Context: an optimization exercise on an open-source flow, tuned for small area, a short achievable clock period and few clock cycles per item. The choices shown serve that exercise and are no tape-out recipe. The RTL was checked by simulation tests, not by an equivalence proof against the original design. No activity file was given, so power comes from the tool's default toggle rates.

==> flow/design.v (outline; a module is shown in full before it is edited, if it fits) <==
// module scr_search: 1475 lines
module scr_search(clk,rst,start,R_fixed,angle1,adder,error,X,Y,done);
  // ...
==> flow/flow/run.sh <==
#!/bin/bash
set -euo pipefail
export BUFFER_PORTS_ARGS="-buffer_cell sky130_fd_sc_hd__buf_2"
sed 's/SETUP_SLACK_MARGIN=[0-9.]*/SETUP_SLACK_MARGIN=5.5/' standard.sh > standard_m.sh
grep -q 'SETUP_SLACK_MARGIN=5.5' standard_m.sh
bash standard_m.sh > standard_flow.log 2>&1
==> flow/standard.sh <==
#!/bin/bash
# synth_recipe.tcl (not shown) runs the flow's synth.tcl, then flattens the netlist and writes it again
# the make line also repeats each setting of config.mk as NAME=value (left out here)
make -C /OpenROAD-flow-scripts/flow DESIGN_CONFIG=/design/flow/config.mk WORK_HOME=/design/flow/orfs CLKGATE_MAP_FILE= SYNTH_SCRIPT=/design/flow/synth_recipe.tcl "${@:-finish}"
==> flow/config.mk <==
export PLATFORM = sky130hd
export DESIGN_NAME = scr_search
export DESIGN_NICKNAME = scr_search
export VERILOG_FILES = /design/flow/design.v
export SDC_FILE = /design/flow/constraint.sdc
export NUM_CORES = 4
export LEC_CHECK = 0
export CAP_MARGIN = 20
export CORE_MARGIN = 2
export CORE_UTILIZATION = 15
export CTS_BUF_LIST = sky130_fd_sc_hd__clkbuf_4 sky130_fd_sc_hd__clkbuf_8
export CTS_CLUSTER_DIAMETER = 150
export CTS_CLUSTER_SIZE = 30
export PLACE_DENSITY = 0.3
export SETUP_SLACK_MARGIN = 5
export SLEW_MARGIN = 20
==> flow/constraint.sdc <==
create_clock -name core_clock -period 12.0 [get_ports {clk}]
set_input_delay 2.4000 -clock core_clock [delete_from_list [all_inputs] [get_ports {clk}]]
set_output_delay 2.4000 -clock core_clock [all_outputs]
set_load 0.01 [all_outputs]
==> results.toml, run 1 <==
[logic_synthesis]
yosys.area.top_type = "edfxtp_1"
async_reset_ff_frac = 0
ys_warn_count = 1
synth_fa_ha_area_frac = 0.0639
postSynthCellCount = 2016
synth_area_leaders = "edfxtp_1, nand2_1, a21oi_1"

[floorplanning]
tapCellCount = 1265
dieArea_sq_um = 97900
die_h_microns = 313

[sta]
fmaxAchievable_mhz = 151
setup_violations = 0
fin_tns_setup_ns = 0

[drt]
drt_iter0_markers = 2483
vias = 18800
met1Wirelength_mm = 44.5
ant_nets = 0
topRoutingLayerUsed = "met5"

[setup_path]
setup.worst_path.class = "in -> reg"
crit_arrival_ns = 6.71
worstSetupStartpointType = "input pin"

[cts]
cts_sinks = 63

[pwr]
pg_comb_mw = 1.03
p_int_mw = 0.693

[final_layout]
multi_input_area_share = 0.716
final_nets = 2108
sh_seq_area = 0.108

[outcome]
status = "complete, no violations"
Testbench counts, summed over its fixed seeds: cycles 384, queries 384.
==> run 2, diff against run 1 <==
--- a/flow/design.v
+++ b/flow/design.v
@@ -1,24 +1,24 @@
 module scr_search(clk,rst,start,R_fixed,angle1,adder,error,X,Y,done);
 input clk; input rst; input start; input [13:0] R_fixed; input [13:0] angle1; input [3:0] adder; input [4:0] error;
 output [3:0] X; output [3:0] Y; output reg done;
 wire [6:0] trH = R_fixed[13:7];
 wire [2:0] trhH = trH[6:4];
-wire trhh_1 = trhH[2:0] >= 3'd1;
-wire trhh_2 = trhH[2:0] >= 3'd2;
+wire trhh_1 = (trhH[2] | (trhH[1] | trhH[0]));
+wire trhh_2 = (trhH[2] | (trhH[1] & 1'b1));
 wire [3:0] trhL = trH[3:0];
 wire [1:0] trhlH = trhL[3:2];
-wire trhlh_1 = trhlH[1:0] >= 2'd1;
-wire trhlh_2 = trhlH[1:0] >= 2'd2;
-wire trhlh_3 = trhlH[1:0] >= 2'd3;
+wire trhlh_1 = (trhlH[1] | trhlH[0]);
+wire trhlh_2 = (trhlH[1] & 1'b1);
+wire trhlh_3 = (trhlH[1] & trhlH[0]);
 wire [1:0] trhlL = trhL[1:0];
-wire trhll_1 = trhlL[1:0] >= 2'd1;
-wire trhll_2 = trhlL[1:0] >= 2'd2;
-wire trhll_3 = trhlL[1:0] >= 2'd3;
+wire trhll_1 = (trhlL[1] | trhlL[0]);
+wire trhll_2 = (trhlL[1] & 1'b1);
+wire trhll_3 = (trhlL[1] & trhlL[0]);
 wire trhl_1 = trhlh_1 | (1'b1 & trhll_1);
 wire trhl_2 = trhlh_1 | (1'b1 & trhll_2);
 wire trhl_3 = trhlh_1 | (1'b1 & trhll_3);
 wire trhl_4 = trhlh_1;
 wire trhl_5 = trhlh_2 | (trhlh_1 & trhll_1);
 wire trhl_6 = trhlh_2 | (trhlh_1 & trhll_2);
 wire trhl_7 = trhlh_2 | (trhlh_1 & trhll_3);
 wire trhl_8 = trhlh_2;
@@ -47,32 +47,32 @@
 wire trh_16 = trhh_1;
 wire trh_17 = trhh_2 | (trhh_1 & trhl_1);
 wire trh_18 = trhh_2 | (trhh_1 & trhl_2);
 wire trh_19 = trhh_2 | (trhh_1 & trhl_3);
 wire trh_20 = trhh_2 | (trhh_1 & trhl_4);
 wire trh_21 = trhh_2 | (trhh_1 & trhl_5);
 wire [6:0] trL = R_fixed[6:0];
 wire [2:0] trlH = trL[6:4];
-wire trlh_1 = trlH[2:0] >= 3'd1;
-wire trlh_2 = trlH[2:0] >= 3'd2;
-wire trlh_3 = trlH[2:0] >= 3'd3;
-wire trlh_4 = trlH[2:0] >= 3'd4;
-wire trlh_5 = trlH[2:0] >= 3'd5;
-wire trlh_6 = trlH[2:0] >= 3'd6;
-wire trlh_7 = trlH[2:0] >= 3'd7;
+wire trlh_1 = (trlH[2] | (trlH[1] | trlH[0]));
+wire trlh_2 = (trlH[2] | (trlH[1] & 1'b1));
+wire trlh_3 = (trlH[2] | (trlH[1] & trlH[0]));
+wire trlh_4 = (trlH[2] & 1'b1);
+wire trlh_5 = (trlH[2] & (trlH[1] | trlH[0]));
+wire trlh_6 = (trlH[2] & (trlH[1] & 1'b1));
+wire trlh_7 = (trlH[2] & (trlH[1] & trlH[0]));
 wire [3:0] trlL = trL[3:0];
 wire [1:0] trllH = trlL[3:2];
-wire trllh_1 = trllH[1:0] >= 2'd1;
-wire trllh_2 = trllH[1:0] >= 2'd2;
-wire trllh_3 = trllH[1:0] >= 2'd3;
+wire trllh_1 = (trllH[1] | trllH[0]);
+wire trllh_2 = (trllH[1] & 1'b1);
+wire trllh_3 = (trllH[1] & trllH[0]);
 wire [1:0] trllL = trlL[1:0];
-wire trlll_1 = trllL[1:0] >= 2'd1;
-wire trlll_2 = trllL[1:0] >= 2'd2;
-wire trlll_3 = trllL[1:0] >= 2'd3;
+wire trlll_1 = (trllL[1] | trllL[0]);
+wire trlll_2 = (trllL[1] & 1'b1);
+wire trlll_3 = (trllL[1] & trllL[0]);
 wire trll_1 = trllh_1 | (1'b1 & trlll_1);
 wire trll_2 = trllh_1 | (1'b1 & trlll_2);
 wire trll_3 = trllh_1 | (1'b1 & trlll_3);
 wire trll_4 = trllh_1;
 wire trll_5 = trllh_2 | (trllh_1 & trlll_1);
 wire trll_6 = trllh_2 | (trllh_1 & trlll_2);
 wire trll_7 = trllh_2 | (trllh_1 & trlll_3);
 wire trll_8 = trllh_2;
@@ -271,31 +271,31 @@
 wire al_5 = adder > 4'd5;
 wire al_6 = adder > 4'd6;
 wire al_7 = adder > 4'd7;
 wire mir = (angle1[13:8] >= 6'd22) & (angle1[13:8] < 6'd45);
 wire [5:0] xh = mir ? (6'd44 - angle1[13:8]) : angle1[13:8];
 wire [13:0] x = {xh, angle1[7:0] ^ {8{mir}}};
 wire [6:0] taH = angle1[13:7];
 wire [2:0] tahH = taH[6:4];
-wire tahh_1 = tahH[2:0] >= 3'd1;
-wire tahh_2 = tahH[2:0] >= 3'd2;
-wire tahh_3 = tahH[2:0] >= 3'd3;
-wire tahh_4 = tahH[2:0] >= 3'd4;
-wire tahh_5 = tahH[2:0] >= 3'd5;
-wire tahh_6 = tahH[2:0] >= 3'd6;
+wire tahh_1 = (tahH[2] | (tahH[1] | tahH[0]));
+wire tahh_2 = (tahH[2] | (tahH[1] & 1'b1));
+wire tahh_3 = (tahH[2] | (tahH[1] & tahH[0]));
+wire tahh_4 = (tahH[2] & 1'b1);
+wire tahh_5 = (tahH[2] & (tahH[1] | tahH[0]));
+wire tahh_6 = (tahH[2] & (tahH[1] & 1'b1));
 wire [3:0] tahL = taH[3:0];
 wire [1:0] tahlH = tahL[3:2];
-wire tahlh_1 = tahlH[1:0] >= 2'd1;
-wire tahlh_2 = tahlH[1:0] >= 2'd2;
-wire tahlh_3 = tahlH[1:0] >= 2'd3;
+wire tahlh_1 = (tahlH[1] | tahlH[0]);
+wire tahlh_2 = (tahlH[1] & 1'b1);
+wire tahlh_3 = (tahlH[1] & tahlH[0]);
 wire [1:0] tahlL = tahL[1:0];
-wire tahll_1 = tahlL[1:0] >= 2'd1;
-wire tahll_2 = tahlL[1:0] >= 2'd2;
-wire tahll_3 = tahlL[1:0] >= 2'd3;
+wire tahll_1 = (tahlL[1] | tahlL[0]);
+wire tahll_2 = (tahlL[1] & 1'b1);
+wire tahll_3 = (tahlL[1] & tahlL[0]);
 wire tahl_1 = tahlh_1 | (1'b1 & tahll_1);
 wire tahl_2 = tahlh_1 | (1'b1 & tahll_2);
 wire tahl_3 = tahlh_1 | (1'b1 & tahll_3);
 wire tahl_4 = tahlh_1;
 wire tahl_5 = tahlh_2 | (tahlh_1 & tahll_1);
 wire tahl_6 = tahlh_2 | (tahlh_1 & tahll_2);
 wire tahl_7 = tahlh_2 | (tahlh_1 & tahll_3);
 wire tahl_8 = tahlh_2;
@@ -392,32 +392,32 @@
 wire tah_85 = tahh_6 | (tahh_5 & tahl_5);
 wire tah_86 = tahh_6 | (tahh_5 & tahl_6);
 wire tah_87 = tahh_6 | (tahh_5 & tahl_7);
 wire tah_88 = tahh_6 | (tahh_5 & tahl_8);
 wire tah_90 = tahh_6 | (tahh_5 & tahl_10);
 wire tah_92 = tahh_6 | (tahh_5 & tahl_12);
 wire [6:0] taL = angle1[6:0];
 wire [2:0] talH = taL[6:4];
-wire talh_1 = talH[2:0] >= 3'd1;
-wire talh_2 = talH[2:0] >= 3'd2;
-wire talh_3 = talH[2:0] >= 3'd3;
-wire talh_4 = talH[2:0] >= 3'd4;
-wire talh_5 = talH[2:0] >= 3'd5;
-wire talh_6 = talH[2:0] >= 3'd6;
-wire talh_7 = talH[2:0] >= 3'd7;
+wire talh_1 = (talH[2] | (talH[1] | talH[0]));
+wire talh_2 = (talH[2] | (talH[1] & 1'b1));
+wire talh_3 = (talH[2] | (talH[1] & talH[0]));
+wire talh_4 = (talH[2] & 1'b1);
+wire talh_5 = (talH[2] & (talH[1] | talH[0]));
+wire talh_6 = (talH[2] & (talH[1] & 1'b1));
+wire talh_7 = (talH[2] & (talH[1] & talH[0]));
 wire [3:0] talL = taL[3:0];
 wire [1:0] tallH = talL[3:2];
-wire tallh_1 = tallH[1:0] >= 2'd1;
-wire tallh_2 = tallH[1:0] >= 2'd2;
-wire tallh_3 = tallH[1:0] >= 2'd3;
+wire tallh_1 = (tallH[1] | tallH[0]);
+wire tallh_2 = (tallH[1] & 1'b1);
+wire tallh_3 = (tallH[1] & tallH[0]);
 wire [1:0] tallL = talL[1:0];
-wire talll_1 = tallL[1:0] >= 2'd1;
-wire talll_2 = tallL[1:0] >= 2'd2;
-wire talll_3 = tallL[1:0] >= 2'd3;
+wire talll_1 = (tallL[1] | tallL[0]);
+wire talll_2 = (tallL[1] & 1'b1);
+wire talll_3 = (tallL[1] & tallL[0]);
 wire tall_1 = tallh_1 | (1'b1 & talll_1);
 wire tall_2 = tallh_1 | (1'b1 & talll_2);
 wire tall_3 = tallh_1 | (1'b1 & talll_3);
 wire tall_4 = tallh_1;
 wire tall_5 = tallh_2 | (tallh_1 & talll_1);
 wire tall_6 = tallh_2 | (tallh_1 & talll_2);
 wire tall_7 = tallh_2 | (tallh_1 & talll_3);
 wire tall_8 = tallh_2;
==> flow/config.mk (replaced) <==
export PLATFORM = sky130hd
export DESIGN_NAME = scr_search
export DESIGN_NICKNAME = scr_search
export VERILOG_FILES = /design/flow/design.v
export SDC_FILE = /design/flow/constraint.sdc
export NUM_CORES = 4
export LEC_CHECK = 0
export CAP_MARGIN = 20
export CORE_MARGIN = 2
export CORE_UTILIZATION = 15
export PLACE_DENSITY = 0.3
export SETUP_SLACK_MARGIN = 5
export SLEW_MARGIN = 20
==> results.toml, run 2 <==
[placed_design]
io_buffers = 48
place_congestion = 1.02
hpwlAfterDp_mm = 85.2
place_area_sq_um = 15700

[drt]
wl_per_cell_microns = 33.0
routed_wl_mm = 106
vias_per_cell = 5.77
ant_nets = 0
drc = 0
drt_iter0_markers = 2391
vias = 18500
wl_met2_mm = 47.5
topRoutingLayerUsed = "met4"
first_pass_iters = 6
met1Wirelength_mm = 43.0
wl_met3_mm = 7.92

[setup_path]
r2r_slack_ns = 10.12
crit_arrival_ns = 6.66
timing.rr.end = "emax[1]"
cp_max_fo = 12
reg2reg_depth = 7
startpoint = "angle1[1]"
reg2reg_from = "err[0]"
worstSetupStartpointType = "input pin"
cp-end-kind = "flip-flop"
worstPathRequired_ns = 12.07
setup.worst_path.class = "in -> reg"

[cts]
clockBufferDepth = 2
cts_buffers = 9
cts_tree = "built"
h-tree-depth = 3
clk_pin_slew_ns = 0.06
cts_root_buf = "clkbuf_16"
insertion_delay_ns = 0.34
cts_sinks = 63

[sta]
fin_tns_setup_ns = 0
finalCritPeriodShare = 0.549
period_needed_ns = 6.59
setup_violations = 0
fmaxAchievable_mhz = 152
skew_ns = 0.00319
slew_violations = 0
max-slew-margin-rel = 0.101
finalHoldViolations = 0
worst_pin_slew_ns = 1.34
rsz0062_at_grt = "no"

[logic_synthesis]
synth-xor-area-share = 0.0117
syn_avg_cell_area_sq_um = 7.14
synth_most_common_cell = "nor2_1"
yosys.area.top_type = "edfxtp_1"
netlist.area_leader.share = 0.114
synth_compound_area_frac = 0.323
synthMuxAreaShare = 0.0139
synth_nets = 2085
yosysSeqAreaShare = 0.127
postSynthCellCount = 1986
synth_area_sq_um = 14200
synth_area_leaders = "edfxtp_1, nor2_1, nand2_1"
async_reset_ff_frac = 0
ys_warn_count = 1
netlist_top_cells_count = "nor2_1, nand2_1, nand3_1, o21ai_0"
netlist-cell-type-count = 100
synth_top_family_by_area = "simple AND/OR/NAND/NOR gates"
synth_ff_type = "edfxtp_1"
synth-simple-area-share = 0.386
synth_fa_ha_area_frac = 0.0658
yosys_register_bits = 63
synth-edff-count = 54

[final_layout]
fin_area_sq_um = 16600
area_growth_pct = 17.3
final_nets = 2054
final_common_cell = "nor2_1"
finish.utilization = 0.178
layout_common_cells = "nor2_1, nand2_1, nand3_1"
drive_above_1_share = 0.138
top_regs = "ta (10), tb (10), xr (10)"

[pwr]
vdd_drop_max_v = 0.0000750
leakage_nw = 5.68
powerDensity_nw_per_um2 = 96.4

[floorplanning]
coreArea_sq_um = 93500
start_util = 0.152
die_x_microns = 311
io_pins = 49
dieArea_sq_um = 97000
die_h_microns = 311
rows = 112

[global_routing]
track_usage = 0.210
grt_max_degree = 64
antenna_found_initial = 2
overflow = 0
grt_pass1_vias = 18000
grt_pass1_wl_mm = 147

[worst_hold_path]
min_to = "done"
hp-class = "reg -> reg"
min_from = "done"
hold_depth = 2

[outcome]
status = "complete, no violations"

[flow_run]
drv_cap = 0
## run 2: cell count changes after synthesis, sizes merged, moves of 15 or more
cell and delta:
a21oi -23, clkbuf +15, nand2 -35, nor2b +19
nor3 -29, o21ai -21
## run 2: report_power, final
| part | switching (mW) | internal [mW] | leakage (nW) | total (mW) |
|---|---|---|---|---|
| Combinational | 0.686 | 0.315 | 4.91 | 1.00 |
| Clock | 0.104 | 0.203 | 0.170 | 0.308 |
| Sequential | 0.0270 | 0.268 | 0.601 | 0.295 |
| Total | 0.817 | 0.786 | 5.68 | 1.60 |
## run 2: how the worst max path moves through the flow
| stage | to | cells past startpoint | slack, ns |
|---|---|---|---|
| after global routing | Xb[2] | 10 | 5.51 |
| after CTS | Ya[1] | 12 | 5.43 |
| after global placement | tb[0] | 13 | 4.09 |
| after floorplan | tb[0] | 15 | 5.92 |
| after detailed placement | tb[0] | 13 | 4.09 |
| final | tb[7] | 11 | 5.41 |
## run 2: cell families (layout without fill, tap and decap cells)
logic type / count (synthesis) / after routing
AOI/OAI and AO/OA: 630 / 631
xor gates and xnor gates: 19 / 19
adders and majority gates: 62 / 62
buffers and inverters: 232 / 205
DFF: 63 / 63
muxes: 19 / 19
other: 0 / 1
and+or+nand+nor: 961 / 961
## run 2: worst max-delay path, stage by stage
cell and delay [ns]:
buf_2 0.21, inv_1 0.15, ha_1 0.27, or4b_4 0.54, a21o_1 0.26, a221oi_1 0.79
nor4b_2 0.59, a211oi_1 0.18, a31oi_1 0.45, nand4_1 0.19, nor4_1 0.61
## run 2: timing repair
action                                  4_1_cts  5_1_grt
hold buffers                                  0        0
pin swaps                                     3        5
gates resized for setup                      56       52
cloned                                        1        0
setup buffers                                 9        5
endpoints found under the setup margin       46       28
## run 2: stage by stage
| step | cells | power [mW] | worst slack [ns] | hold slack (ns) |
|---|---|---|---|---|
| after detailed placement | 3183 | 1.23 | 4.09 | 0.463 |
| after global placement | 3183 | 1.25 | 4.09 | 0.459 |
| final | 3215 | 1.60 | 5.41 | 0.489 |
| after floorplan | 1986 | 0.844 | 5.92 | 0.503 |
| after CTS | 3209 | 1.57 | 5.43 | 0.477 |
| after global routing | 3214 | 1.68 | 5.51 | 0.496 |
## run 2: layout make-up
cell class / count / area (sq um)
tap: 1254 / 1570
sequential: 63 / 1800
timing repair buffer: 101 / 716
inverter: 88 / 338
antenna: 1 / 2.50
clock buffer: 9 / 225
fill: 10700 / 76800
clock inverter: 7 / 121
multi-input combinational: 1692 / 11900
## run 2: routing by layer
layer,vias up,global-route usage
li1,7715,-
met1,9328,0.264
met2,1186,0.337
met3,312,0.0332
met4,0,0.129
met5,-,0
Testbench counts of run 2, summed over its fixed seeds: cycles 384, queries 384.
==> run 3, diff against run 2 <==
--- a/flow/config.mk
+++ b/flow/config.mk
@@ -5,6 +5,7 @@
 export SDC_FILE = /design/flow/constraint.sdc
 export NUM_CORES = 4
 export LEC_CHECK = 0
+export ABC_AREA = 1
 export CAP_MARGIN = 20
 export CORE_MARGIN = 2
 export CORE_UTILIZATION = 15
==> results.toml, run 3 <==
[logic_synthesis]
ys_warn_count = 1
yosys_register_bits = 63
postSynthCellCount = 2920
syn_avg_cell_area_sq_um = 5.07
netlist-cell-type-count = 50
synth_area_leaders = "nand2_1, nor2_1, nand3_1"
synth_nets = 3019
netlist_top_cells_count = "nand2_1, nor2_1, inv_1, nand3_1, a21oi_1"
netlist.area_leader.share = 0.229
synth_most_common_cell = "nand2_1"
synth_area_sq_um = 14800
synth-edff-count = 54
yosysSeqAreaShare = 0.122
synth_ff_type = "edfxtp_1"
yosys.area.top_type = "nand2_1"
async_reset_ff_frac = 0

[cts]
clockBufferDepth = 2
clk_pin_slew_ns = 0.06
cts_buffers = 9
h-tree-depth = 3
cts_sinks = 63
insertion_delay_ns = 0.35
cts_root_buf = "clkbuf_16"
cts_tree = "built"

[final_layout]
multi_input_area_sq_um = 11200
n_antenna_cell = 0
layout_common_cells = "nand2_1, nor2_1, inv_1"
top_regs = "ta (10), tb (10), xr (10)"
nFillCells = 11800
drive_above_1_share = 0.0515
seq_area_sq_um = 1800
final_nets = 3045
area_growth_pct = 14.0
final_common_cell = "nand2_1"
finish.utilization = 0.172

[setup_path]
path_cells = "buf_2, inv_2, nand2_1, nand2_1, nand2_1, nand2_1, nand3_1, nor2_1, nand2_1, nor2_1, nor2_1, nand3_1, nand2_1, nor2_1, nand3_1, nor3_1, nand3_1"
crit_arrival_ns = 6.51
worstPathRequired_ns = 12.08
crit_family = "simple AND/OR/NAND/NOR gates"
crit_top_cell = "nand2_1"
max_stage_delay_ns = 0.59
setup.worst_path.class = "in -> reg"
slowest_stage = "nand2_1"
worstSetupStartpointType = "input pin"
cp_max_fo = 18
crit_buf_inv = 2
cp-end-kind = "flip-flop"

[sta]
finalHoldViolations = 0
whs_ns = 0.474
finalCritPeriodShare = 0.536
rsz0062_at_grt = "yes"
fin_tns_setup_ns = 0
skew_ns = 0.00117
setup_violations = 0
worst_pin_slew_ns = 1.29
fmaxAchievable_mhz = 156
period_needed_ns = 6.43
max-slew-margin-rel = 0.133
slew_violations = 0
setup_ws_ns = 5.57

[placed_design]
io_buffers = 48
pre_cts_ws_ns = 4.75
place_congestion = 1.03
hpwlAfterDp_mm = 93.8

[global_routing]
antenna_found_initial = 0
overflow = 0
track_usage = 0.210
grt_max_degree = 50
grt_pass1_vias = 19900
grt_pass1_wl_mm = 152

[floorplanning]
io_pins = 49
start_util = 0.151
die_h_microns = 318
coreArea_sq_um = 98100
dieArea_sq_um = 101000
rows = 115
die_x_microns = 318

[pwr]
powerDensity_nw_per_um2 = 104
vdd_drop_max_v = 0.0000716
p_total_mw = 1.75
leakage_nw = 9.41

[drt]
drt_iter0_markers = 2137
vias_per_cell = 4.80
routed_wl_mm = 109
drc = 0
ant_nets = 0
first_pass_iters = 8
wl_per_cell_microns = 25.7
vias = 20300

[flow_run]
drv_cap = 0

[outcome]
status = "complete, no violations"

[worst_hold_path]
hp-class = "reg -> reg"
-- run 3: path summary, 6_finish.rpt --
check	cells after the start	start	slack [ns]	endpoint
setup / recovery	17	angle1[6]	5.57	tb[0]
setup reg to reg	7	err[1]	10.04	emax[2]
hold / removal	2	done	0.47	done
hold reg to reg	2	done	0.47	done
-- run 3: final cells by class --
| cell class | count | share of cell area |
|---|---|---|
| clock buffers | 9 | 0.0133 |
| clock inverters | 7 | 0.00460 |
| inverters | 437 | 0.0976 |
| multi-input cells | 2376 | 0.663 |
| flip-flops and latches | 63 | 0.107 |
| well taps | 1287 | 0.0954 |
| repair buffers | 59 | 0.0194 |
-- run 3: cells by family (layout without fill, tap and decap cells) --
family / after synthesis / after routing / share of synthesized area
and+or+nand+nor: 2027 / 2027 / 0.583
buffers and inverters: 481 / 512 / 0.125
DFF: 63 / 63 / 0.122
xor gates and xnor gates: 17 / 17 / 0.0101
adders and majority gates: 59 / 59 / 0.0610
AOI/OAI and AO/OA: 273 / 273 / 0.0986
-- run 3: power breakdown --
| part | switching (mW) | total (mW) | internal (mW) |
|---|---|---|---|
| clock | 0.113 | 0.276 | 0.163 |
| sequential | 0.0376 | 0.316 | 0.278 |
| combinational | 0.838 | 1.15 | 0.316 |
-- run 3: per-stage QoR --
step | cells | instance area (sq um)
after detailed placement | 4222 | 16500
after global placement | 4222 | 16500
after floorplan | 2920 | 14800
after global routing | 4238 | 16900
after CTS | 4238 | 16800
final | 4238 | 16900
-- run 3: timing repair --
item	CTS	global route
setup endpoints to repair	24	25
buffers inserted	0	0
endpoints found under the hold margin	0	0
hold buffers	0	0
resized for setup	4	9
-- run 3: routing by layer --
metal	vias to the layer above	share of wire	GRT usage
li1	9435	-	-
met1	9624	0.43	0.278
met2	1041	0.44	0.338
met3	236	0.066	0.0256
met4	0	0.054	0.0982
met5	-	0	0
-- run 3: tightest hold or removal path, cell delays in order, from the launching register on --
cell,delay [ns]
dfxtp_1,0.32
nor2_1,0.04
nor2_1,0.07
==> run 4, diff against run 3 <==
--- a/flow/config.mk
+++ b/flow/config.mk
@@ -9,6 +9,7 @@
 export CAP_MARGIN = 20
 export CORE_MARGIN = 2
 export CORE_UTILIZATION = 15
+export GPL_TIMING_DRIVEN = 0
 export PLACE_DENSITY = 0.3
 export SETUP_SLACK_MARGIN = 5
 export SLEW_MARGIN = 20
==> results.toml, run 4 <==
[outcome]
status = "complete, no violations"

[sta]
finalCritPeriodShare = 0.534
skew_ns = 0.00419
worst_pin_slew_ns = 1.09
fin_tns_setup_ns = 0
setup_ws_ns = 5.59
rsz0062_at_grt = "no"
setup_violations = 0
whs_ns = 0.475
finalHoldViolations = 0
fmaxAchievable_mhz = 156
slew_violations = 0
period_needed_ns = 6.41
max-slew-margin-rel = 0.267

[drt]
drc = 0
first_pass_iters = 6
drt_iter0_markers = 2497
routed_wl_mm = 109
wl_per_cell_microns = 25.6
wl_met2_mm = 47.1
ant_nets = 0
wl_met3_mm = 7.58
topRoutingLayerUsed = "met5"
vias = 20400
vias_per_cell = 4.79
met1Wirelength_mm = 48.8

[cts]
insertion_delay_ns = 0.36
cts_buffers = 9
cts_sinks = 63
cts_root_buf = "clkbuf_16"
hold_buffers = 0
clockBufferDepth = 2
cts_tree = "built"
post_cts_buffers = 0
h-tree-depth = 3
clk_pin_slew_ns = 0.06

[pwr]
seq_power_share = 0.177
leakage_nw = 9.48
vdd_drop_max_v = 0.0000590
power_frac_clock = 0.157
p_sw_mw = 0.990
p_sw_frac = 0.567
powerDensity_nw_per_um2 = 103
p_total_mw = 1.75
comb_power_share = 0.666
p_int_mw = 0.756

[placed_design]
dp.cells = 4251
io_buffers = 43
hpwlAfterDp_mm = 93.7
place_congestion = 0.997
pre_cts_ws_ns = 5.13
place_area_sq_um = 16700

[setup_path]
worstPathRequired_ns = 12.05
worstSetupStartpointType = "input pin"
setup.worst_path.class = "in -> reg"
crit_arrival_ns = 6.46
cp-end-kind = "flip-flop"
cp_max_fo = 10

[final_layout]
seq_area_sq_um = 1800
drive_above_1_share = 0.0554
finish.utilization = 0.173
nFillCells = 11900
final_common_cell = "nand2_1"
layout_common_cells = "nand2_1, nor2_1, inv_1"
final_cells = 4267
top_regs = "ta (10), tb (10), xr (10)"
area_growth_pct = 14.6
fin_area_sq_um = 17000
multi_input_area_sq_um = 11200
final_nets = 3074
n_antenna_cell = 0

[logic_synthesis]
synth-edff-count = 54
postSynthCellCount = 2920
yosys.area.top_type = "nand2_1"
syn_avg_cell_area_sq_um = 5.07
synth_nets = 3019
ys_warn_count = 1
synth_area_sq_um = 14800
netlist-cell-type-count = 50
async_reset_ff_frac = 0
synth_ff_type = "edfxtp_1"
synth_area_leaders = "nand2_1, nor2_1, nand3_1"
netlist.area_leader.share = 0.229
synth_most_common_cell = "nand2_1"
yosysSeqAreaShare = 0.122
netlist_top_cells_count = "nand2_1, nor2_1, inv_1, nand3_1, a21oi_1"
yosys_register_bits = 63

[worst_hold_path]
hp-class = "reg -> reg"

[floorplanning]
coreArea_sq_um = 98100
dieArea_sq_um = 101000
die_h_microns = 318
die_x_microns = 318
rows = 115
io_pins = 49
start_util = 0.151

[global_routing]
grt_max_degree = 53
grt_pass1_vias = 19800
overflow = 0
grt_pass1_wl_mm = 152
antenna_found_initial = 1
track_usage = 0.211

[flow_run]
drv_cap = 0
run 4: cell counts after synthesis:
Identical to the previous run, type by type.
run 4: cell type report:
cell class,instances,area share
inverter,437,0.0967
clock inverter,7,0.00420
sequential,63,0.106
buffer,44,0.0127
tap,1287,0.0949
clock buffer,9,0.0133
multi-input combinational,2376,0.658
timing repair buffer,44,0.0145
run 4: worst paths after layout:
check | slack [ns] | end | cells after the start | start
hold / removal | 0.47 | done | 2 | done
setup / recovery | 5.59 | bv | 18 | angle1[6]
hold reg to reg | 0.47 | done | 2 | done
setup reg to reg | 10.10 | emax[1] | 7 | err[1]
run 4: kinds of logic after synthesis:
family	count (synthesis)	share of synthesized area
AO/OA/AOI/OAI	273	0.0986
XOR/XNOR	17	0.0101
adder cells (fa/ha/maj)	59	0.0610
buffers and inverters	481	0.125
flip-flops	63	0.122
AND/OR/NAND/NOR	2027	0.583
run 4: repair_timing:
action | in CTS | in global routing
endpoints found under the hold margin | 0 | 0
resized for setup | 0 | 4
endpoints found under the setup margin | 0 | 9
run 4: metal layers:
metal  track usage  vias up
met5             0        -
met2         0.328      953
li1              -     9509
met1         0.288     9774
met3        0.0248      208
met4         0.102        2
run 4: worst max-delay path: stages:
cell,delay [ns]
buf_2,0.12
buf_2,0.22
nand2_1,0.17
nand2_1,0.36
inv_2,0.40
o21ai_0,0.34
nand2_1,0.15
nand3_1,0.07
nand2_1,0.18
nand2_1,0.17
nor2_1,0.46
nor2_1,0.18
nand2_1,0.27
nand2_1,0.16
nor2_1,0.15
nand3_1,0.10
nor3_1,0.29
nand3_1,0.24
run 4: power by group through the flow:
stage / registers (mW) / clock network, mW / logic, mW
4_1_cts: 0.312 / 0.288 / 1.14
3_5_place_dp: 0.316 / 0 / 1.13
2_1_floorplan: 0.296 / 0 / 0.694
5_1_grt: 0.313 / 0.294 / 1.27
6_report: 0.309 / 0.275 / 1.16
3_3_place_gp: 0.317 / 0 / 1.15
==> run 5, diff against run 4 <==
==> flow/flow/run.sh (replaced) <==
#!/bin/bash
set -euo pipefail
export BUFFER_PORTS_ARGS="-buffer_cell sky130_fd_sc_hd__buf_2"
sed 's/SETUP_SLACK_MARGIN=[0-9.]*/SETUP_SLACK_MARGIN=5.75/' standard.sh > standard_m.sh
grep -q 'SETUP_SLACK_MARGIN=5.75' standard_m.sh
bash standard_m.sh > standard_flow.log 2>&1
--- a/flow/config.mk
+++ b/flow/config.mk
@@ -9,7 +9,6 @@
 export CAP_MARGIN = 20
 export CORE_MARGIN = 2
 export CORE_UTILIZATION = 15
-export GPL_TIMING_DRIVEN = 0
 export PLACE_DENSITY = 0.3
 export SETUP_SLACK_MARGIN = 5
 export SLEW_MARGIN = 20
==> results.toml, run 5 <==
[outcome]
status = "complete, no violations"

[final_layout]
drive_above_1_share = 0.0559
n_antenna_cell = 0
layout_common_cells = "nand2_1, nor2_1, inv_1"
finish.utilization = 0.173
final_nets = 3046
top_regs = "ta (10), tb (10), xr (10)"
final_common_cell = "nand2_1"
area_growth_pct = 14.5

[setup_path]
endpoint = "bv"
reg2reg_from = "err[1]"
reg2reg_depth = 7
startpoint = "angle1[4]"
worstPathRequired_ns = 12.09
cp_max_fo = 14
setup.worst_path.class = "in -> reg"
crit_arrival_ns = 6.30
worstSetupStartpointType = "input pin"
timing.rr.end = "emax[2]"
cp-end-kind = "flip-flop"
r2r_slack_ns = 10.04

[sta]
finalHoldViolations = 0
max-slew-margin-rel = 0.242
slew_violations = 0
fmaxAchievable_mhz = 161
skew_ns = 0.00117
period_needed_ns = 6.22
fin_tns_setup_ns = 0
worst_pin_slew_ns = 1.12
rsz0062_at_grt = "no"
finalCritPeriodShare = 0.518
setup_violations = 0

[global_routing]
grt_pass1_wl_mm = 152
grt_max_degree = 50
track_usage = 0.210
overflow = 0
antenna_found_initial = 0
grt_pass1_vias = 19900

[logic_synthesis]
synth-edff-count = 54
yosysSeqAreaShare = 0.122
netlist-cell-type-count = 50
async_reset_ff_frac = 0
syn_avg_cell_area_sq_um = 5.07
yosys.area.top_type = "nand2_1"
ys_warn_count = 1
postSynthCellCount = 2920
synth_area_leaders = "nand2_1, nor2_1, nand3_1"
netlist_top_cells_count = "nand2_1, nor2_1, inv_1, nand3_1, a21oi_1"
synth_most_common_cell = "nand2_1"
synth_area_sq_um = 14800
netlist.area_leader.share = 0.229
synth_nets = 3019
yosys_register_bits = 63
synth_ff_type = "edfxtp_1"

[placed_design]
hpwlAfterDp_mm = 93.8
place_congestion = 1.03
io_buffers = 48

[pwr]
vdd_drop_max_v = 0.0000710
leakage_nw = 9.42
powerDensity_nw_per_um2 = 103

[floorplanning]
die_h_microns = 318
io_pins = 49
dieArea_sq_um = 101000
rows = 115
start_util = 0.151
die_x_microns = 318
coreArea_sq_um = 98100

[cts]
cts_sinks = 63
hold_buffers = 0
clk_pin_slew_ns = 0.06
insertion_delay_ns = 0.35
clockBufferDepth = 2
cts_tree = "built"
h-tree-depth = 3
cts_root_buf = "clkbuf_16"
cts_buffers = 9

[drt]
routed_wl_mm = 109
drt_iter0_markers = 2218
drc = 0
wl_per_cell_microns = 25.7
ant_nets = 0
vias_per_cell = 4.79
vias = 20300
first_pass_iters = 6

[worst_hold_path]
hp-class = "reg -> reg"

[flow_run]
drv_cap = 0
-- run 5: changes by cell type in the layout (fill, tap and decap cells not counted), moves of 6 or more --
cell      delta
nand2_1      -7
buf_2       -26
clkbuf_1     -7
buf_4        +7
nand2_2      +6
-- run 5: worst max-delay path, cell delays in order --
cell and delay (ns):
buf_2 0.27, clkinv_1 0.47, nand2_2 0.44, inv_1 0.28, nand2_1 0.12, nand2_1 0.06
nand2_1 0.06, nor2_1 0.13, nor2_2 0.31, nand2_1 0.15, nand3_1 0.47, nand2_1 0.21
nor3_1 0.53, nand3_1 0.13, nor2_1 0.16, nand3_1 0.10
-- run 5: logic make-up after synthesis --
logic type               synth area share
AND/OR/NAND/NOR                     0.583
AO/OA/AOI/OAI                      0.0986
buffers and inverters               0.125
XOR/XNOR                           0.0101
adder cells (fa/ha/maj)            0.0610
flip-flops                          0.122
-- run 5: cell type report --
type                            instances  area [sq um]
Sequential cell                        63          1800
Clock buffer                            9           225
Tap cell                             1287          1610
Fill cell                           11800         81200
Clock inverter                          7          77.6
Timing Repair Buffer                   60           340
Multi-Input combinational cell       2376         11200
Inverter                              437          1650
-- run 5: what timing repair did --
action / CTS / global route
buffers inserted: 0 / 1
pin swaps: 0 / 1
gates resized for setup: 9 / 26
endpoints found under the setup margin: 44 / 39
-- run 5: where the power goes --
group / switching [mW] / leakage, nW / internal, mW
Sequential: 0.0373 / 0.601 / 0.278
Clock: 0.112 / 0.147 / 0.163
Combinational: 0.841 / 8.67 / 0.320
-- run 5: worst min-delay path by stage --
stage          from  endpoint  slack (ns)  cells past startpoint
2_1_floorplan  done      done        0.50                      2
3_3_place_gp   done      done        0.46                      2
3_5_place_dp   done      done        0.47                      2
4_1_cts        done      done        0.49                      2
5_1_grt        done      done        0.52                      2
6_report       done      done        0.47                      2
-- run 5: per-layer routing --
| metal | track usage | part of all wire |
|---|---|---|
| met4 | 0.0982 | 0.056 |
| met3 | 0.0256 | 0.066 |
| met1 | 0.278 | 0.43 |
| met2 | 0.338 | 0.44 |
| met5 | 0 | 0 |
-- run 5: stage by stage --
step	std cells	area, sq um	setup slack, ns	total power [mW]	hold slack (ns)
after global placement	4222	16500	4.75	1.48	0.462
final	4239	16900	5.78	1.75	0.474
after CTS	4238	16900	5.74	1.74	0.486
after floorplan	2920	14800	6.81	0.990	0.503
after detailed placement	4222	16500	4.75	1.45	0.472
after global routing	4239	16900	5.73	1.89	0.520
==> run 6, diff against run 5 <==
==> flow/flow/run.sh (replaced) <==
#!/bin/bash
set -euo pipefail
export BUFFER_PORTS_ARGS="-buffer_cell sky130_fd_sc_hd__buf_2"
sed 's/SETUP_SLACK_MARGIN=[0-9.]*/SETUP_SLACK_MARGIN=6/' standard.sh > standard_m.sh
grep -q 'SETUP_SLACK_MARGIN=6' standard_m.sh
bash standard_m.sh > standard_flow.log 2>&1
==> results.toml, run 6 <==
[outcome]
status = "complete, no violations"

[sta]
slew_violations = 0
rsz0062_at_grt = "yes"
finalHoldViolations = 0
skew_ns = 0.00117
finalCritPeriodShare = 0.516
period_needed_ns = 6.19
max-slew-margin-rel = 0.255
worst_pin_slew_ns = 1.11
fmaxAchievable_mhz = 162
setup_violations = 0
fin_tns_setup_ns = 0

[cts]
cts_buffers = 9
insertion_delay_ns = 0.35
h-tree-depth = 3
cts_tree = "built"
clockBufferDepth = 2
cts_root_buf = "clkbuf_16"
clk_pin_slew_ns = 0.06
hold_buffers = 0
cts_sinks = 63

[logic_synthesis]
ys_warn_count = 1
postSynthCellCount = 2920
yosys_register_bits = 63
yosys.area.top_type = "nand2_1"
netlist.area_leader.share = 0.229
netlist-cell-type-count = 50
synth-edff-count = 54
async_reset_ff_frac = 0
netlist_top_cells_count = "nand2_1, nor2_1, inv_1, nand3_1, a21oi_1"
synth_nets = 3019
synth_ff_type = "edfxtp_1"
synth_most_common_cell = "nand2_1"
syn_avg_cell_area_sq_um = 5.07
synth_area_leaders = "nand2_1, nor2_1, nand3_1"
synth_area_sq_um = 14800
yosysSeqAreaShare = 0.122

[placed_design]
place_congestion = 1.03
hpwlAfterDp_mm = 93.8
io_buffers = 48

[drt]
vias = 20400
routed_wl_mm = 109
drt_iter0_markers = 2239
ant_nets = 0
vias_per_cell = 4.79
first_pass_iters = 5
wl_per_cell_microns = 25.7
drc = 0

[global_routing]
track_usage = 0.210
antenna_found_initial = 0
overflow = 0
grt_pass1_vias = 19900
grt_pass1_wl_mm = 152
grt_max_degree = 50

[setup_path]
setup.worst_path.class = "in -> reg"
cp_max_fo = 14
crit_buf_inv = 3
crit_arrival_ns = 6.28
worstSetupStartpointType = "input pin"
worstPathRequired_ns = 12.09
crit_top_cell = "nand2_1"
slowest_stage = "nor3_1"
crit_family = "simple AND/OR/NAND/NOR gates"
max_stage_delay_ns = 0.57
path_cells = "buf_2, clkinvlp_4, nand2_2, clkinvlp_4, nand2_1, nand2_1, nand2_1, nor2_1, nor2_2, nand2_1, nand3_1, nand2_1, nor3_1, nand3_1, nor2_1, nand3_1"
cp-end-kind = "flip-flop"

[floorplanning]
die_x_microns = 318
die_h_microns = 318
start_util = 0.151
dieArea_sq_um = 101000
coreArea_sq_um = 98100
rows = 115
io_pins = 49

[pwr]
p_total_mw = 1.80
p_sw_frac = 0.564
power_frac_clock = 0.153
vdd_drop_max_v = 0.0000713
seq_power_share = 0.175
leakage_nw = 9.47
powerDensity_nw_per_um2 = 105
comb_power_share = 0.672
p_sw_mw = 1.01
p_int_mw = 0.785

[final_layout]
n_antenna_cell = 0
seq_area_sq_um = 1800
area_growth_pct = 16.0
multi_input_area_sq_um = 11400
top_regs = "ta (10), tb (10), xr (10)"
final_common_cell = "nand2_1"
layout_common_cells = "nand2_1, nor2_1, inv_1"
drive_above_1_share = 0.0672
final_nets = 3055
nFillCells = 11800

[worst_hold_path]
hp-class = "reg -> reg"

[flow_run]
drv_cap = 0
==> run 6: power groups by stage <==
stage	combinational [mW]	clock, mW	sequential (mW)
floorplan	0.694	0	0.296
detailed placement	1.12	0	0.324
CTS	1.14	0.288	0.320
global route	1.32	0.296	0.320
global placement	1.15	0	0.324
finish	1.21	0.275	0.316
==> run 6: metrics by stage <==
step	hold WS, ns	instance area (sq um)	instances	utilization	setup slack [ns]
floorplan	0.503	14800	2920	-	6.81
global placement	0.462	16500	4222	0.168	4.75
detailed placement	0.472	16500	4222	0.168	4.75
CTS	0.486	16900	4239	0.172	5.99
global route	0.520	17200	4248	0.175	5.86
finish	0.474	17200	4248	0.175	5.81
==> run 6: layout make-up <==
cell class / instances / area share
Multi-Input combinational cell: 2377 / 0.663
Sequential cell: 63 / 0.105
Inverter: 437 / 0.0967
Tap cell: 1287 / 0.0938
Timing Repair Buffer: 68 / 0.0237
Clock buffer: 9 / 0.0131
Clock inverter: 7 / 0.00452
==> run 6: cells by family after synthesis <==
| group | Yosys count | synth area share |
|---|---|---|
| AO/OA/AOI/OAI | 273 | 0.0986 |
| XOR/XNOR | 17 | 0.0101 |
| adder cells (fa/ha/maj) | 59 | 0.0610 |
| buffers and inverters | 481 | 0.125 |
| flip-flops | 63 | 0.122 |
| AND/OR/NAND/NOR | 2027 | 0.583 |
==> run 6: per-layer routing <==
layer / up-vias / share of wire / global-route usage
li1: 9463 / - / -
met1: 9647 / 0.44 / 0.279
met2: 1021 / 0.44 / 0.339
met3: 231 / 0.066 / 0.0251
met4: 0 / 0.057 / 0.0967
met5: - / 0 / 0
==> run 6: tightest hold or removal path: cells and delay by family (launching register included) <==
family | cells | cell delay [ns]
and+or+nand+nor | 2 | 0.11
DFF | 1 | 0.32
==> run 6: timing repair <==
item	in CTS	in global routing
pin swaps	1	14
setup buffers	1	8
gates cloned	0	1
setup endpoints to repair	46	43
gates resized for setup	24	44
==> run 6: path summary, 6_finish.rpt <==
check | depth (start not counted) | startpoint | slack [ns] | to
setup / recovery | 16 | angle1[4] | 5.81 | bv
hold / removal | 2 | done | 0.47 | done
setup reg to reg | 7 | err[1] | 10.04 | emax[2]
hold reg to reg | 2 | done | 0.47 | done
==> run 7, diff against run 6 <==
==> flow/flow/run.sh (replaced) <==
#!/bin/bash
set -euo pipefail
export BUFFER_PORTS_ARGS="-buffer_cell sky130_fd_sc_hd__buf_2"
sed 's/SETUP_SLACK_MARGIN=[0-9.]*/SETUP_SLACK_MARGIN=7/' standard.sh > standard_m.sh
grep -q 'SETUP_SLACK_MARGIN=7' standard_m.sh
bash standard_m.sh > standard_flow.log 2>&1
==> results.toml, run 7 <==
[final_layout]
multi_input_area_sq_um = 13400
n_antenna_cell = 0
drive_above_1_share = 0.236
top_regs = "ta (10), tb (10), xr (10)"
seq_area_sq_um = 1800
nFillCells = 11600
area_growth_pct = 36.8
fin_area_sq_um = 20300
final_nets = 3162
final_common_cell = "nand2_1"
layout_common_cells = "nand2_1, nor2_1, inv_1"

[setup_path]
cp-end-kind = "primary output"
startpoint = "ta[1]"
cp_max_fo = 6
reg2reg_from = "err[1]"
r2r_slack_ns = 10.00
crit_arrival_ns = 3.41
worstSetupStartpointType = "flip-flop"
worstPathRequired_ns = 9.60
setup.worst_path.class = "reg -> out"

[drt]
drc = 0
drt_iter0_markers = 2168
wl_per_cell_microns = 25.3
ant_nets = 0
vias = 21400
first_pass_iters = 6
vias_per_cell = 4.90
routed_wl_mm = 110

[worst_hold_path]
min_from = "done"
hp-class = "reg -> reg"

[pwr]
vdd_drop_max_v = 0.000108
comb_power_share = 0.700
seq_power_share = 0.159
p_int_mw = 0.869
leakage_nw = 10.4
power_frac_clock = 0.141
powerDensity_nw_per_um2 = 97.7
p_sw_frac = 0.561
p_sw_mw = 1.11
p_total_mw = 1.98

[sta]
slew_violations = 0
setup_violations = 0
fin_tns_setup_ns = 0
max-slew-margin-rel = 0.469
skew_ns = 0.00521
worst_pin_slew_ns = 0.789
fmaxAchievable_mhz = 172
finalHoldViolations = 0
setup_ws_ns = 6.19
rsz0062_at_grt = "yes"
finalCritPeriodShare = 0.484
period_needed_ns = 5.81

[logic_synthesis]
synth_area_leaders = "nand2_1, nor2_1, nand3_1"
postSynthCellCount = 2920
netlist-cell-type-count = 50
netlist_top_cells_count = "nand2_1, nor2_1, inv_1, nand3_1, a21oi_1"
synth_ff_type = "edfxtp_1"
yosysSeqAreaShare = 0.122
synth_area_sq_um = 14800
yosys.area.top_type = "nand2_1"
syn_avg_cell_area_sq_um = 5.07
synth_most_common_cell = "nand2_1"
synth-edff-count = 54
ys_warn_count = 1
async_reset_ff_frac = 0
synth_nets = 3019
yosys_register_bits = 63
netlist.area_leader.share = 0.229

[cts]
h-tree-depth = 3
clk_pin_slew_ns = 0.06
hold_buffers = 0
cts_buffers = 9
cts_root_buf = "clkbuf_16"
cts_sinks = 63
clockBufferDepth = 2
cts_tree = "built"
insertion_delay_ns = 0.37

[floorplanning]
die_x_microns = 318
coreArea_sq_um = 98100
io_pins = 49
dieArea_sq_um = 101000
die_h_microns = 318
rows = 115
start_util = 0.151

[global_routing]
track_usage = 0.212
grt_pass1_vias = 20400
overflow = 0
antenna_found_initial = 4
grt_pass1_wl_mm = 154
grt_max_degree = 63

[placed_design]
hpwlAfterDp_mm = 92.5
pre_cts_ws_ns = 4.78
place_congestion = 1.03
place_area_sq_um = 16500
io_buffers = 48

[flow_run]
drv_cap = 0

[outcome]
status = "complete, no violations"
-- run 7: final timing paths --
check | cells after the start | end
setup / recovery | 20 | Y[2]
hold / removal | 2 | done
hold reg to reg | 2 | done
setup reg to reg | 7 | emax[2]
-- run 7: per-stage QoR --
step,hold WS [ns],util,std cells
final,0.468,0.206,4355
after floorplan,0.503,-,2920
after global routing,0.534,0.206,4355
after global placement,0.454,0.169,4220
after detailed placement,0.464,0.169,4220
after CTS,0.480,0.189,4283
-- run 7: power groups by stage --
stage / Combinational [mW] / Sequential [mW] / Clock (mW)
2_1_floorplan: 0.704 / 0.296 / 0
3_3_place_gp: 1.17 / 0.324 / 0
3_5_place_dp: 1.14 / 0.323 / 0
4_1_cts: 1.25 / 0.319 / 0.293
5_1_grt: 1.49 / 0.320 / 0.299
6_report: 1.38 / 0.315 / 0.279
-- run 7: cell type report --
type,instances,area share
inverters,437,0.0854
flip-flops and latches,63,0.0890
multi-input cells,2376,0.661
repair buffers,176,0.0699
clock buffers,10,0.0113
clock inverters,6,0.00352
well taps,1287,0.0795
-- run 7: logic make-up after synthesis --
kind of cell / count (synthesis) / share of synthesized area
AOI/OAI and AO/OA: 273 / 0.0986
adders and majority gates: 59 / 0.0610
DFF: 63 / 0.122
xor gates and xnor gates: 17 / 0.0101
buffers and inverters: 481 / 0.125
and+or+nand+nor: 2027 / 0.583
-- run 7: worst max-delay path: stages (launching register included) --
cell and delay [ns]:
edfxtp_1 0.46, inv_2 0.06, fa_1 0.59, inv_2 0.06, ha_4 0.14, o21bai_4 0.16
a21oi_2 0.14, nor2_1 0.06, nor2_1 0.13, nor2_1 0.07, o21ai_2 0.17, nand2_1 0.09
nand2_2 0.10, nand3_4 0.12, nand2_4 0.12, buf_12 0.14, nand2_4 0.05, nand3_2 0.08
nand2_2 0.07, nor2_2 0.10, buf_2 0.13
-- run 7: repair_timing --
action,in CTS,in global routing
pin swaps,40,72
cloned,1,0
hold endpoints to repair,0,0
setup endpoints to repair,54,48
setup buffers,46,72
gates resized for setup,360,303
-- run 7: per-layer routing --
layer / part of all wire / up-vias / wire length, microns / global-route usage
met5: 0.00029 / - / 32 / 0
met4: 0.064 / 4 / 7050 / 0.107
met3: 0.076 / 276 / 8360 / 0.0258
met2: 0.44 / 1157 / 48100 / 0.338
met1: 0.42 / 10200 / 46600 / 0.280
li1: - / 9698 / - / -
==> run 8, diff against run 7 <==
==> flow/flow/run.sh (replaced) <==
#!/bin/bash
set -euo pipefail
export BUFFER_PORTS_ARGS="-buffer_cell sky130_fd_sc_hd__buf_2"
sed 's/SETUP_SLACK_MARGIN=[0-9.]*/SETUP_SLACK_MARGIN=6.25/' standard.sh > standard_m.sh
grep -q 'SETUP_SLACK_MARGIN=6.25' standard_m.sh
bash standard_m.sh > standard_flow.log 2>&1
--- a/flow/config.mk
+++ b/flow/config.mk
@@ -8,7 +8,7 @@
 export ABC_AREA = 1
 export CAP_MARGIN = 20
 export CORE_MARGIN = 2
-export CORE_UTILIZATION = 15
-export PLACE_DENSITY = 0.3
+export CORE_UTILIZATION = 20
+export PLACE_DENSITY = 0.4
 export SETUP_SLACK_MARGIN = 5
 export SLEW_MARGIN = 20
==> results.toml, run 8 <==
[drt]
drc = 0
drt_iter0_markers = 2866
vias_per_cell = 5.33
wl_per_cell_microns = 26.1
first_pass_iters = 6
ant_nets = 0
routed_wl_mm = 102
vias = 20900

[setup_path]
crit_family = "simple AND/OR/NAND/NOR gates"
cp_max_fo = 8
path_cells = "inv_1, fa_1, inv_1, ha_1, and3_1, nand4_1, nor2_1, nand3_1, nand2_1, inv_1, nand3_4, nand4_1, nand2_8, nand2_2, nor2_4, buf_6"
crit_buf_inv = 4
crit_arrival_ns = 3.40
setup.worst_path.class = "reg -> out"
slowest_stage = "fa_1"
crit_top_cell = "inv_1"
max_stage_delay_ns = 0.53
worstSetupStartpointType = "flip-flop"
worstPathRequired_ns = 9.60
cp-end-kind = "primary output"

[global_routing]
track_usage = 0.258
grt_max_degree = 63
grt_pass1_vias = 19700
overflow = 0
grt_pass1_wl_mm = 143
antenna_found_initial = 2

[cts]
cts_sinks = 63
cts_tree = "built"
insertion_delay_ns = 0.35
hold_buffers = 0
clockBufferDepth = 2
cts_root_buf = "clkbuf_16"
clk_pin_slew_ns = 0.06
cts_buffers = 9
h-tree-depth = 3

[sta]
rsz0062_at_grt = "yes"
finalHoldViolations = 0
slew_violations = 0
skew_ns = 0.00943
finalCritPeriodShare = 0.483
period_needed_ns = 5.80
setup_violations = 0
fmaxAchievable_mhz = 173
worst_pin_slew_ns = 0.852
fin_tns_setup_ns = 0
max-slew-margin-rel = 0.426

[logic_synthesis]
netlist-cell-type-count = 50
synth_most_common_cell = "nand2_1"
yosysSeqAreaShare = 0.122
postSynthCellCount = 2920
synth_ff_type = "edfxtp_1"
netlist_top_cells_count = "nand2_1, nor2_1, inv_1, nand3_1, a21oi_1"
synth_nets = 3019
synth-edff-count = 54
yosys_register_bits = 63
yosys.area.top_type = "nand2_1"
ys_warn_count = 1
synth_area_leaders = "nand2_1, nor2_1, nand3_1"
netlist.area_leader.share = 0.229
async_reset_ff_frac = 0
syn_avg_cell_area_sq_um = 5.07
synth_area_sq_um = 14800

[pwr]
vdd_drop_max_v = 0.0000714
powerDensity_nw_per_um2 = 107
leakage_nw = 9.53

[floorplanning]
io_pins = 49
dieArea_sq_um = 76200
die_x_microns = 276
rows = 99
coreArea_sq_um = 73100
die_h_microns = 276
start_util = 0.203

[final_layout]
layout_common_cells = "nand2_1, nor2_1, inv_1"
final_common_cell = "nand2_1"
top_regs = "ta (10), tb (10), xr (10)"
drive_above_1_share = 0.0822
n_antenna_cell = 0
final_nets = 3062
area_growth_pct = 15.0
fin_area_sq_um = 17000

[placed_design]
place_area_sq_um = 16100
place_congestion = 1.06
io_buffers = 48
hpwlAfterDp_mm = 86.6

[outcome]
status = "complete, no violations"

[worst_hold_path]
hp-class = "reg -> reg"

[flow_run]
drv_cap = 0
-- run 8: tightest hold or removal path, stage by stage (launching register included) --
cell and delay [ns]:
dfxtp_1 0.32, nor2_1 0.04, nor2_1 0.07
-- run 8: routing by layer --
metal | global-route usage | up-vias | wire, microns
li1 | - | 9490 | -
met1 | 0.330 | 9776 | 42000
met2 | 0.408 | 1318 | 44200
met3 | 0.0389 | 345 | 8500
met4 | 0.161 | 2 | 7720
met5 | 0 | - | 13
-- run 8: layout make-up --
cell class / instances / area (sq um)
fillers: 8831 / 56100
multi-input cells: 2376 / 11600
flip-flops and latches: 63 / 1800
inverters: 437 / 1670
well taps: 959 / 1200
repair buffers: 76 / 519
clock buffers: 9 / 225
clock inverters: 7 / 56.3
-- run 8: final timing paths --
kind | to | cells after the start | start | slack [ns]
hold / removal | done | 2 | done | 0.47
setup reg to reg | emax[2] | 7 | err[1] | 10.08
setup / recovery | Y[1] | 16 | ta[6] | 6.20
hold reg to reg | done | 2 | done | 0.47
-- run 8: what timing repair did --
item                                    CTS  global route
endpoints found under the setup margin   46            45
setup buffers                            11            11
pin swaps                                14            17
gates resized for setup                  68            69
-- run 8: power by group --
part	switching (mW)	internal, mW
Sequential	0.0351	0.278
Clock	0.110	0.142
Combinational	0.889	0.376
Total	1.03	0.796
-- run 8: cell families after synthesis --
logic type	after synthesis	synth area share
fa+ha+maj	59	0.0610
buf+inv	481	0.125
compound gates	273	0.0986
flops	63	0.122
simple gates	2027	0.583
xor+xnor	17	0.0101
-- run 8: through the flow --
stage               instances  power (mW)  utilization  hold WS (ns)  worst slack (ns)
detailed placement       3889        1.42        0.220         0.455              5.07
global placement         3889        1.45        0.220         0.447              5.07
CTS                      3916        1.76        0.228         0.470              6.10
global route             3927        1.95        0.233         0.529              5.97
floorplan                2920       0.990            -         0.503              6.81
finish                   3927        1.83        0.233         0.467              6.20
==> run 9, diff against run 8 <==
--- a/flow/config.mk
+++ b/flow/config.mk
@@ -6,9 +6,9 @@
 export NUM_CORES = 4
 export LEC_CHECK = 0
 export ABC_AREA = 1
-export CAP_MARGIN = 20
+export CAP_MARGIN = 0
 export CORE_MARGIN = 2
 export CORE_UTILIZATION = 20
 export PLACE_DENSITY = 0.4
 export SETUP_SLACK_MARGIN = 5
-export SLEW_MARGIN = 20
+export SLEW_MARGIN = 0
==> results.toml, run 9 <==
[outcome]
status = "complete, no violations"

[final_layout]
n_antenna_cell = 0
nFillCells = 8831
top_regs = "ta (10), tb (10), xr (10)"
final_common_cell = "nand2_1"
area_growth_pct = 15.0
drive_above_1_share = 0.0822
final_nets = 3062
finish.utilization = 0.233
layout_common_cells = "nand2_1, nor2_1, inv_1"
fin_area_sq_um = 17000

[drt]
drc = 0
ant_nets = 0
routed_wl_mm = 102
vias = 20900
drt_iter0_markers = 2866
first_pass_iters = 6
vias_per_cell = 5.33
wl_per_cell_microns = 26.1

[setup_path]
worstPathRequired_ns = 9.60
path_cells = "inv_1, fa_1, inv_1, ha_1, and3_1, nand4_1, nor2_1, nand3_1, nand2_1, inv_1, nand3_4, nand4_1, nand2_8, nand2_2, nor2_4, buf_6"
slowest_stage = "fa_1"
setup.worst_path.class = "reg -> out"
startpoint = "ta[6]"
crit_top_cell = "inv_1"
cp_max_fo = 8
max_stage_delay_ns = 0.53
cp-end-kind = "primary output"
reg2reg_from = "err[1]"
worstSetupStartpointType = "flip-flop"
crit_arrival_ns = 3.40

[global_routing]
antenna_found_initial = 2
track_usage = 0.258
overflow = 0
grt_max_degree = 63
grt_pass1_vias = 19700
grt_pass1_wl_mm = 143

[floorplanning]
start_util = 0.203
rows = 99
io_pins = 49
die_h_microns = 276
dieArea_sq_um = 76200
die_x_microns = 276
coreArea_sq_um = 73100

[sta]
finalCritPeriodShare = 0.483
fmaxAchievable_mhz = 173
max-slew-margin-rel = 0.426
whs_ns = 0.467
fin_tns_setup_ns = 0
setup_ws_ns = 6.20
finalHoldViolations = 0
rsz0062_at_grt = "yes"
worst_pin_slew_ns = 0.852
period_needed_ns = 5.80
slew_violations = 0
skew_ns = 0.00943
setup_violations = 0

[cts]
cts_tree = "built"
clockBufferDepth = 2
cts_buffers = 9
insertion_delay_ns = 0.35
clk_pin_slew_ns = 0.06
cts_sinks = 63
cts_root_buf = "clkbuf_16"
h-tree-depth = 3
hold_buffers = 0

[pwr]
power_frac_clock = 0.138
seq_power_share = 0.171
p_sw_frac = 0.565
p_int_mw = 0.796
p_sw_mw = 1.03
comb_power_share = 0.691
vdd_drop_max_v = 0.0000714
powerDensity_nw_per_um2 = 107
leakage_nw = 9.53

[placed_design]
place_area_sq_um = 16100
place_congestion = 1.06
hpwlAfterDp_mm = 86.6
pre_cts_ws_ns = 5.07
io_buffers = 48

[logic_synthesis]
netlist.area_leader.share = 0.229
syn_avg_cell_area_sq_um = 5.07
netlist-cell-type-count = 50
yosys_register_bits = 63
ys_warn_count = 1
synth_area_leaders = "nand2_1, nor2_1, nand3_1"
synth-edff-count = 54
synth_nets = 3019
async_reset_ff_frac = 0
synth_ff_type = "edfxtp_1"
netlist_top_cells_count = "nand2_1, nor2_1, inv_1, nand3_1, a21oi_1"
synth_most_common_cell = "nand2_1"
synth_area_sq_um = 14800
yosys.area.top_type = "nand2_1"
yosysSeqAreaShare = 0.122
postSynthCellCount = 2920

[worst_hold_path]
min_from = "done"
hp-class = "reg -> reg"

[flow_run]
drv_cap = 0
## run 9: cell counts after synthesis
Identical to the previous run, type by type.
## run 9: power by group through the flow
stage	clock network, mW	logic (mW)	registers [mW]
floorplan	0	0.694	0.296
global placement	0	1.13	0.320
detailed placement	0	1.10	0.318
CTS	0.259	1.19	0.313
global route	0.269	1.36	0.316
finish	0.252	1.27	0.313
## run 9: cell type report
cell class	instances	area, sq um	share of cell area
Timing Repair Buffer	76	519	0.0305
Inverter	437	1670	0.0980
Multi-Input combinational cell	2376	11600	0.679
Tap cell	959	1200	0.0705
Sequential cell	63	1800	0.106
Clock inverter	7	56.3	0.00331
Clock buffer	9	225	0.0132
## run 9: timing repair
| item | in CTS | in global routing |
|---|---|---|
| setup endpoints to repair | 46 | 45 |
| setup buffers | 11 | 11 |
| endpoints found under the hold margin | 0 | 0 |
| pin swaps | 14 | 17 |
| gates resized for setup | 68 | 69 |
## run 9: cells by family (layout without fill, tap and decap cells)
group	after synthesis	count (layout)	synth area share
xor+xnor	17	17	0.0101
buf+inv	481	529	0.125
flops	63	63	0.122
compound gates	273	273	0.0986
simple gates	2027	2027	0.583
fa+ha+maj	59	59	0.0610
## run 9: worst paths after layout
kind         endpoint  slack [ns]  cells after the start
max              Y[1]        6.20                     16
min              done        0.47                      2
max reg2reg   emax[2]       10.08                      7
min reg2reg      done        0.47                      2
## run 9: routing by layer
metal | GRT usage | vias to the layer above | routed length [microns]
li1 | - | 9490 | -
met1 | 0.330 | 9776 | 42000
met2 | 0.408 | 1318 | 44200
met3 | 0.0389 | 345 | 8500
met4 | 0.161 | 2 | 7720
met5 | 0 | - | 13
## run 9: worst max-delay path: cells and delay by family, from the launching register on
kind,cells,cell delay [ns]
buffers and inverters,4,0.34
adder cells (fa/ha/maj),2,0.79
flip-flops,1,0.50
AND/OR/NAND/NOR,10,1.40
## run 9: per-stage QoR
step | total power, mW | instances
after detailed placement | 1.42 | 3889
final | 1.83 | 3927
after floorplan | 0.990 | 2920
after CTS | 1.76 | 3916
after global routing | 1.95 | 3927
after global placement | 1.45 | 3889
==> run 10, diff against run 9 <==
--- a/flow/config.mk
+++ b/flow/config.mk
@@ -6,9 +6,9 @@
 export NUM_CORES = 4
 export LEC_CHECK = 0
 export ABC_AREA = 1
-export CAP_MARGIN = 0
+export CAP_MARGIN = 20
 export CORE_MARGIN = 2
-export CORE_UTILIZATION = 20
-export PLACE_DENSITY = 0.4
+export CORE_UTILIZATION = 25
+export PLACE_DENSITY = 0.5
 export SETUP_SLACK_MARGIN = 5
-export SLEW_MARGIN = 0
+export SLEW_MARGIN = 20
==> results.toml, run 10 <==
[logic_synthesis]
synth_nets = 3019
netlist_top_cells_count = "nand2_1, nor2_1, inv_1, nand3_1, a21oi_1"
syn_avg_cell_area_sq_um = 5.07
yosys.area.top_type = "nand2_1"
synth_ff_type = "edfxtp_1"
synth_area_leaders = "nand2_1, nor2_1, nand3_1"
synth_most_common_cell = "nand2_1"
synth-edff-count = 54
synth_area_sq_um = 14800
yosys_register_bits = 63
ys_warn_count = 1
netlist.area_leader.share = 0.229
postSynthCellCount = 2920
yosysSeqAreaShare = 0.122
async_reset_ff_frac = 0
netlist-cell-type-count = 50

[outcome]
status = "complete, no violations"

[floorplanning]
start_util = 0.252
dieArea_sq_um = 61200
io_pins = 49
coreArea_sq_um = 58800
die_h_microns = 247
rows = 89
die_x_microns = 247

[final_layout]
layout_common_cells = "nand2_1, nor2_1, inv_1"
nFillCells = 7025
n_antenna_cell = 0
top_regs = "ta (10), tb (10), xr (10)"
final_common_cell = "nand2_1"
final_nets = 3056
seq_area_sq_um = 1800
multi_input_area_sq_um = 11400
drive_above_1_share = 0.0709
area_growth_pct = 11.8

[setup_path]
startpoint = "angle1[13]"
setup.worst_path.class = "in -> reg"
crit_arrival_ns = 5.91
worstPathRequired_ns = 12.10
reg2reg_from = "err[1]"
crit_family = "simple AND/OR/NAND/NOR gates"
cp-end-kind = "flip-flop"
path_cells = "buf_4, inv_4, nand2_2, a21oi_2, nor3b_2, nor2_1, nand2_1, nand2_1, nor2_1, nor2_1, nand4_1, nor2_1, nand2_1, nor2_1"
crit_top_cell = "nor2_1"
worstSetupStartpointType = "input pin"
max_stage_delay_ns = 0.62
slowest_stage = "nor2_1"
cp_max_fo = 23
crit_buf_inv = 2

[drt]
first_pass_iters = 7
vias = 21300
drc = 0
wl_per_cell_microns = 27.7
vias_per_cell = 5.70
ant_nets = 0
drt_iter0_markers = 3181
routed_wl_mm = 104

[sta]
finalCritPeriodShare = 0.484
setup_violations = 0
fmaxAchievable_mhz = 172
fin_tns_setup_ns = 0
worst_pin_slew_ns = 1.08
skew_ns = 0.00680
finalHoldViolations = 0
period_needed_ns = 5.81
max-slew-margin-rel = 0.272
rsz0062_at_grt = "yes"
slew_violations = 0
whs_ns = 0.470

[cts]
insertion_delay_ns = 0.35
cts_buffers = 9
cts_tree = "built"
clk_pin_slew_ns = 0.06
h-tree-depth = 3
cts_root_buf = "clkbuf_16"
clockBufferDepth = 2
cts_sinks = 63

[global_routing]
overflow = 0
track_usage = 0.334
grt_max_degree = 63
grt_pass1_vias = 20000
grt_pass1_wl_mm = 145
antenna_found_initial = 0

[worst_hold_path]
min_from = "done"
hp-class = "reg -> reg"

[pwr]
vdd_drop_max_v = 0.0000636
powerDensity_nw_per_um2 = 107
leakage_nw = 9.49

[placed_design]
io_buffers = 48
place_congestion = 1.09
hpwlAfterDp_mm = 88.0

[flow_run]
drv_cap = 0
run 10: cell counts after synthesis:
Identical to the previous run, type by type.
run 10: per-layer routing:
layer	global-route usage	vias to the layer above	wire length [microns]
li1	-	9471	-
met1	0.429	9883	41300
met2	0.515	1532	43500
met3	0.0631	419	10100
met4	0.205	0	8610
met5	0	-	0
run 10: tightest hold or removal path: stages, from the launching register on:
cell and delay [ns]:
dfxtp_1 0.32, nor2_1 0.04, nor2_1 0.07
run 10: layout make-up:
cell class	count	share of cell area
Inverter	437	0.0999
Multi-Input combinational cell	2377	0.689
Clock inverter	7	0.00439
Tap cell	773	0.0585
Clock buffer	9	0.0136
Timing Repair Buffer	69	0.0254
Sequential cell	63	0.109
run 10: where the power goes:
part	total, mW	switching, mW	internal [mW]
registers	0.321	0.0424	0.278
clock network	0.266	0.105	0.161
logic	1.18	0.843	0.337
run 10: stage by stage:
step	cell area, sq um	util	worst slack [ns]	power (mW)	instances
detailed placement	15900	0.270	4.91	1.41	3707
floorplan	14800	-	6.81	0.990	2920
finish	16500	0.281	6.19	1.77	3735
global route	16500	0.281	6.10	1.88	3735
global placement	15900	0.270	4.80	1.44	3707
CTS	16300	0.277	6.19	1.70	3729
run 10: final timing paths:
check            end  slack, ns  cells past startpoint
max            ta[8]       6.19                     14
min             done       0.47                      2
max reg2reg  emax[1]       9.95                      7
min reg2reg     done       0.47                      2
run 10: what timing repair did:
item / CTS / global route
cloned: 1 / 0
endpoints found under the setup margin: 46 / 46
pin swaps: 4 / 9
endpoints found under the hold margin: 0 / 0
buffers inserted: 5 / 6
gates resized for setup: 27 / 54
hold buffers: 0 / 0
run 10: logic make-up after synthesis:
logic type                 Yosys count  synth area share
and+or+nand+nor                   2027             0.583
buffers and inverters              481             0.125
DFF                                 63             0.122
adders and majority gates           59            0.0610
AOI/OAI and AO/OA                  273            0.0986
xor gates and xnor gates            17            0.0101

## re-timing with driven ports
No port has a modelled driver above. Below, the same layouts with a new extraction and two added sets of constraints.
Step 1: set_driving_cell puts a clkbuf_16 on clk and a buf_2 on each other input, an assumption about the parent block.
Step 2 also shifts input and output timing later by t, the mid clock arrival at the registers, as if the neighbouring blocks saw the same clock.
Slacks: no drivers / after step 1 / after step 2; pairs: no drivers / after step 1.
run	shift t [ns]	setup WS [ns]
run 1	0.443	5.388 / 5.413 / 4.971
run 2	0.389	5.411 / 5.432 / 5.044
run 3	0.402	5.571 / 5.594 / 5.192
run 4	0.402	5.588 / 5.606 / 5.204
run 5	0.401	5.785 / 5.801 / 5.401
run 6	0.401	5.812 / 5.828 / 5.427
run 7	0.415	6.193 / 6.142 / 6.557
run 8	0.396	6.203 / 6.156 / 5.877
run 9	0.396	6.203 / 6.156 / 5.877
run 10	0.397	6.190 / 6.212 / 5.816
After both steps setup and hold are still met in every run listed.
